Context: an optimization exercise on an open-source flow, tuned for small area, a short achievable clock period and few clock cycles per item. The choices shown serve that exercise and are no tape-out recipe. Only simulation tests tie the RTL to the original design; equivalence was not proved.

==> flow/design.v <==
module DT(
	input			clk,
	input			reset,
	output	reg		done,
	output	reg		sti_rd,
	output		[9:0]	sti_addr,
	input		[15:0]	sti_di,
	output	reg		res_wr,
	output	reg		res_rd,
	output	reg	[13:0]	res_addr,
	output		[7:0]	res_do,
	input		[7:0]	res_di,
	output	reg		fw_finish
	);
function lt6;
	input [5:0] x, y;
	reg [5:0] gt, lt;
	integer i;
	begin
		lt6 = 1'b0;
		for (i = 0; i < 6; i = i + 1)
			lt6 = (~x[i] & y[i]) | (~(x[i] & ~y[i]) & lt6);
	end
endfunction
function [6:0] add7;
	input [6:0] x, y;
	reg [6:0] g, p, c;
	reg t;
	integer i, j, m;
	begin
		g = x & y;
		p = x ^ y;
		for (i = 0; i < 7; i = i + 1) begin
			c[i] = 1'b0;
			for (j = 0; j < i; j = j + 1) begin
				t = g[j];
				for (m = j + 1; m < i; m = m + 1)
					t = t & p[m];
				c[i] = c[i] | t;
			end
		end
		add7 = p ^ c;
	end
endfunction
function [9:0] inc10;
	input [9:0] x;
	reg t;
	integer i, m;
	begin
		for (i = 0; i < 10; i = i + 1) begin
			t = 1'b1;
			for (m = 0; m < i; m = m + 1)
				t = t & x[m];
			inc10[i] = x[i] ^ t;
		end
	end
endfunction
function [5:0] min6;
	input [5:0] x, y;
	min6 = lt6(x, y) ? x : y;
endfunction
function [3:0] lsb16;
	input [15:0] v;
	integer i;
	begin
		lsb16 = 4'd0;
		for (i = 15; i >= 0; i = i - 1)
			if (v[i]) lsb16 = i[3:0];
	end
endfunction
reg s_init, s_fdec, s_fra, s_frb, s_fw, s_fend;
reg s_bfind, s_bgo, s_bru, s_brv, s_bf, s_bl, s_bwn;
reg [5:0] do_r;		 
reg [5:0] a, b;		 
reg [9:0] wcnt;		 
reg [3:0] k;		 
reg xr;			 
reg fobj;		 
reg wv;			 
reg adj;		 
reg nc;			 
assign res_do = {2'b00, do_r};
assign sti_addr = wcnt ^ {10{fw_finish}};
wire [5:0] di = res_di[5:0];
wire [3:0] kn = k + (fw_finish ? 4'd1 : 4'd15);
wire xn = sti_di[kn];		 
wire [15:0] masked = sti_di & (16'hFFFF << k);
wire mz = (masked == 16'd0);
wire [3:0] f = lsb16(masked);
wire wend = (wcnt == 10'd1015);
wire flast = (res_addr == 14'd16382);
wire lt_adi = lt6(a, di);
wire [5:0] min_adi = lt_adi ? a : di;
wire [5:0] a_p1 = a + 6'd1;
wire [5:0] di_p1 = di + 6'd1;
wire [5:0] min_adi_p1 = lt_adi ? a_p1 : di_p1;
wire [5:0] fm1 = do_r - 6'd1;
wire bwrite = lt6(a, fm1) || lt6(di, fm1);
wire fwr = (s_fdec & !fobj) | s_fw;		 
wire badv = (s_bgo & !adj) | (s_bl & !bwrite & !nc) | (s_bwn & !nc);	 
wire bnext = (s_bl & !bwrite & nc) | (s_bwn & nc);	 
wire [6:0] rsrc = s_bgo ? ~wcnt[9:3] : res_addr[13:7];
wire [6:0] csrc = s_bgo ? ~{wcnt[2:0], k} : res_addr[6:0];
wire r_up = (s_fdec & fobj) | s_brv | s_bl;
wire r_dn = s_fw | s_bf | (s_bgo & adj & !wv) | (s_fdec & !fobj & (res_addr[6:0] == 7'd127));
wire c_m1 = s_fw | s_bf | s_bru | s_bwn;
wire c_p1 = (s_fdec & !fobj) | s_fra | s_frb | (s_bgo & adj & !wv);
wire c_p2 = s_fdec & fobj & wv;
wire [6:0] rnext = add7(rsrc, r_up ? 7'h7f : {6'd0, r_dn});
wire [6:0] cnext = add7(csrc, c_m1 ? 7'h7f : {5'd0, c_p2, c_p1});
always @(posedge clk or negedge reset) begin
	if (!reset) begin
		s_init <= 1'b1;
		s_fdec <= 1'b0;
		s_fra <= 1'b0;
		s_frb <= 1'b0;
		s_fw <= 1'b0;
		s_fend <= 1'b0;
		s_bfind <= 1'b0;
		s_bgo <= 1'b0;
		s_bru <= 1'b0;
		s_brv <= 1'b0;
		s_bf <= 1'b0;
		s_bl <= 1'b0;
		s_bwn <= 1'b0;
		done <= 1'b0;
		fw_finish <= 1'b0;
		sti_rd <= 1'b0;
		res_wr <= 1'b0;
		res_rd <= 1'b0;
		res_addr <= 14'd16383;
		wcnt <= 10'd0;
		k <= 4'd15;
		xr <= 1'b0;
		fobj <= 1'b0;
		wv <= 1'b0;
	end else begin
		s_init <= 1'b0;
		s_fdec <= s_init | s_fw | (s_fdec & !fobj & !flast);
		s_fra <= s_fdec & fobj & !wv;
		s_frb <= s_fra;
		s_fw <= (s_fdec & fobj & wv) | s_frb;
		s_fend <= s_fdec & !fobj & flast;
		s_bfind <= s_fend | (s_bfind & mz & !wend) | badv;
		s_bgo <= s_bfind & !mz;
		s_bru <= s_bgo & adj & !wv;
		s_brv <= s_bru;
		s_bf <= (s_bgo & adj & wv) | s_brv | bnext;
		s_bl <= s_bf;
		s_bwn <= s_bl & bwrite;
		done <= done | (s_bfind & mz & wend);
		if (s_fend) fw_finish <= 1'b1;
		res_rd <= (s_fdec & fobj) | s_fra | s_frb | (s_bgo & adj) | s_bru | s_brv | s_bf | bnext;
		res_wr <= fwr | (s_bgo & !adj) | (s_bl & bwrite);
		res_addr <= (s_bl & bwrite) ? ~{wcnt, k} : {rnext, cnext};
		sti_rd <= s_init | (fwr & (k == 4'd1)) | s_fend | (s_bfind & mz & !wend) | (badv & (k == 4'd15));
		if (s_fend)
			wcnt <= 10'd8;
		else if ((fwr & (k == 4'd1)) | (s_bfind & mz & !wend) | (badv & (k == 4'd15)))
			wcnt <= inc10(wcnt);
		if (s_fend | (s_bfind & mz))
			k <= 4'd0;
		else if (s_bfind)
			k <= f;
		else if (fwr | (s_bgo & !adj) | (s_bl & !bwrite) | s_bwn)
			k <= kn;
		if (fwr) xr <= xn;
		if (s_fdec & !fobj) fobj <= xn & xr;
		else if (s_fw) fobj <= xn;
		if ((s_fdec & !fobj) | s_fend | (s_bgo & !adj)) wv <= 1'b0;
		else if (s_fw | s_bl) wv <= 1'b1;
	end
end
always @(posedge clk) begin
	if (s_fend | (s_bfind & mz)) adj <= 1'b0;
	else if (s_bfind) adj <= adj & (f == k);
	else if (s_bgo) adj <= 1'b1;
	if (s_bf) nc <= xn & (k != 4'd15);
	if (s_init) do_r <= 6'd0;
	else if (s_fdec & !fobj) do_r <= {5'd0, xr};
	else if (s_fw) do_r <= min_adi_p1;
	else if (s_bgo & !adj) do_r <= 6'd1;
	else if (s_bf) do_r <= di;
	else if (s_bl & bwrite) do_r <= min_adi_p1;
	if (s_fdec & fobj) a <= wv ? min6(a, do_r) : do_r;
	else if (s_fra | s_frb | s_brv) a <= min_adi;
	else if (s_fw | s_bl) a <= min6(b, di);
	else if (s_bru) a <= di;
	else if (s_bf) a <= min6(a, do_r);
	if (s_frb | s_fw | s_brv | s_bl) b <= di;
end
endmodule
==> flow/config.mk <==
export PLATFORM = sky130hd
export DESIGN_NAME = DT
export DESIGN_NICKNAME = DT
export VERILOG_FILES = /design/flow/design.v
export SDC_FILE = /design/flow/constraint.sdc
export NUM_CORES = 4
export LEC_CHECK = 0
export ABC_AREA = 1
export CAP_MARGIN = 20
export CORE_MARGIN = 2
export CORE_UTILIZATION = 55
export PLACE_DENSITY = 0.7
export SETUP_SLACK_MARGIN = 2.4
export SLEW_MARGIN = 20
==> flow/constraint.sdc <==
create_clock -name core_clock -period 5.0 [get_ports {clk}]
set_input_delay 1.0000 -clock core_clock [delete_from_list [all_inputs] [get_ports {clk}]]
set_output_delay 1.0000 -clock core_clock [all_outputs]
set_load 0.01 [all_outputs]
standard.sh (not shown) runs the stock make flow with config.mk's settings and CLKGATE_MAP_FILE= SYNTH_SCRIPT=/design/flow/synth_recipe.tcl, a recipe that flattens the netlist after the stock synthesis.
==> flow/flow/run.sh <==
#!/bin/bash
# Standard layout, with plain buffers (instead of delay cells) on the ports.
set -o pipefail
bash standard.sh "BUFFER_PORTS_ARGS=-buffer_cell sky130_fd_sc_hd__buf_1" finish > flow.log 2>&1
The starting point completed with no timing, DRC or antenna violations.
Testbench counts at the start, summed over its fixed seeds: cycles 1,042,110, images 32.
Change:
--- a/flow/design.v
+++ b/flow/design.v
@@ -89,11 +89,8 @@
 wire [3:0] f = lsb16(masked);
 wire wend = (wcnt == 10'd1015);
 wire flast = (res_addr == 14'd16382);
-wire lt_adi = lt6(a, di);
-wire [5:0] min_adi = lt_adi ? a : di;
-wire [5:0] a_p1 = a + 6'd1;
-wire [5:0] di_p1 = di + 6'd1;
-wire [5:0] min_adi_p1 = lt_adi ? a_p1 : di_p1;
+wire [5:0] min_adi = lt6(a, di) ? a : di;
+wire [5:0] min_adi_p1 = min_adi + 6'd1;
 wire [5:0] fm1 = do_r - 6'd1;
 wire bwrite = lt6(a, fm1) || lt6(di, fm1);
 wire fwr = (s_fdec & !fobj) | s_fw;		 
Outcome:
- final cell count went up by 3.0%
- utilization went up by 2.3 points
- register-to-register slack got worse by 0.08 ns
- sequential share of layout area went down by 0.97 points
- synthesized cell count went up by 2.2%
- setup slack got worse by 0.035 ns
- final area went up by 3.5%
- non-clock buffer count went up by 11
- global-route usage went up by 0.44 points
- routed wire length went up by 3.2%
- die area hardly moves
- synthesized area barely changes
Testbench counts after the change, summed over its fixed seeds: cycles 1,042,110, images 32.

-- static timing again, ports no longer ideal --
The flow's constraints put no driver on any port. The routed layouts listed below were extracted and timed again, unchanged, in two steps.
Step 1 (the two cells are an assumption about what drives the block):
set clk [get_ports {clk}]
set_driving_cell -lib_cell sky130_fd_sc_hd__clkbuf_16 $clk
set_driving_cell -lib_cell sky130_fd_sc_hd__buf_2 [delete_from_list [all_inputs] $clk]
Step 2, shift: input delay + t, output delay - t, t = (earliest + latest rising clock arrival at the registers) / 2. This alone moves slack from input paths to output paths.
Slacks: no drivers / after step 1 / after step 2; pairs: no drivers / after step 1.
| run | t, ns | setup slack, ns | worst hold slack (ns) | worst data-port slew with drivers (ns) |
|---|---|---|---|---|
| the first run | 0.389 | 2.507 / 2.513 / 2.124 | 0.436 / 0.436 / 0.436 | 0.04 |
| the second run | 0.378 | 2.472 / 2.472 / 2.125 | 0.388 / 0.388 / 0.388 | 0.04 |
After both steps every run listed still meets setup and hold. For the first run, which loses most, drivers alone change the setup slack by +0.006 ns; drivers and shift together by -0.383 ns.
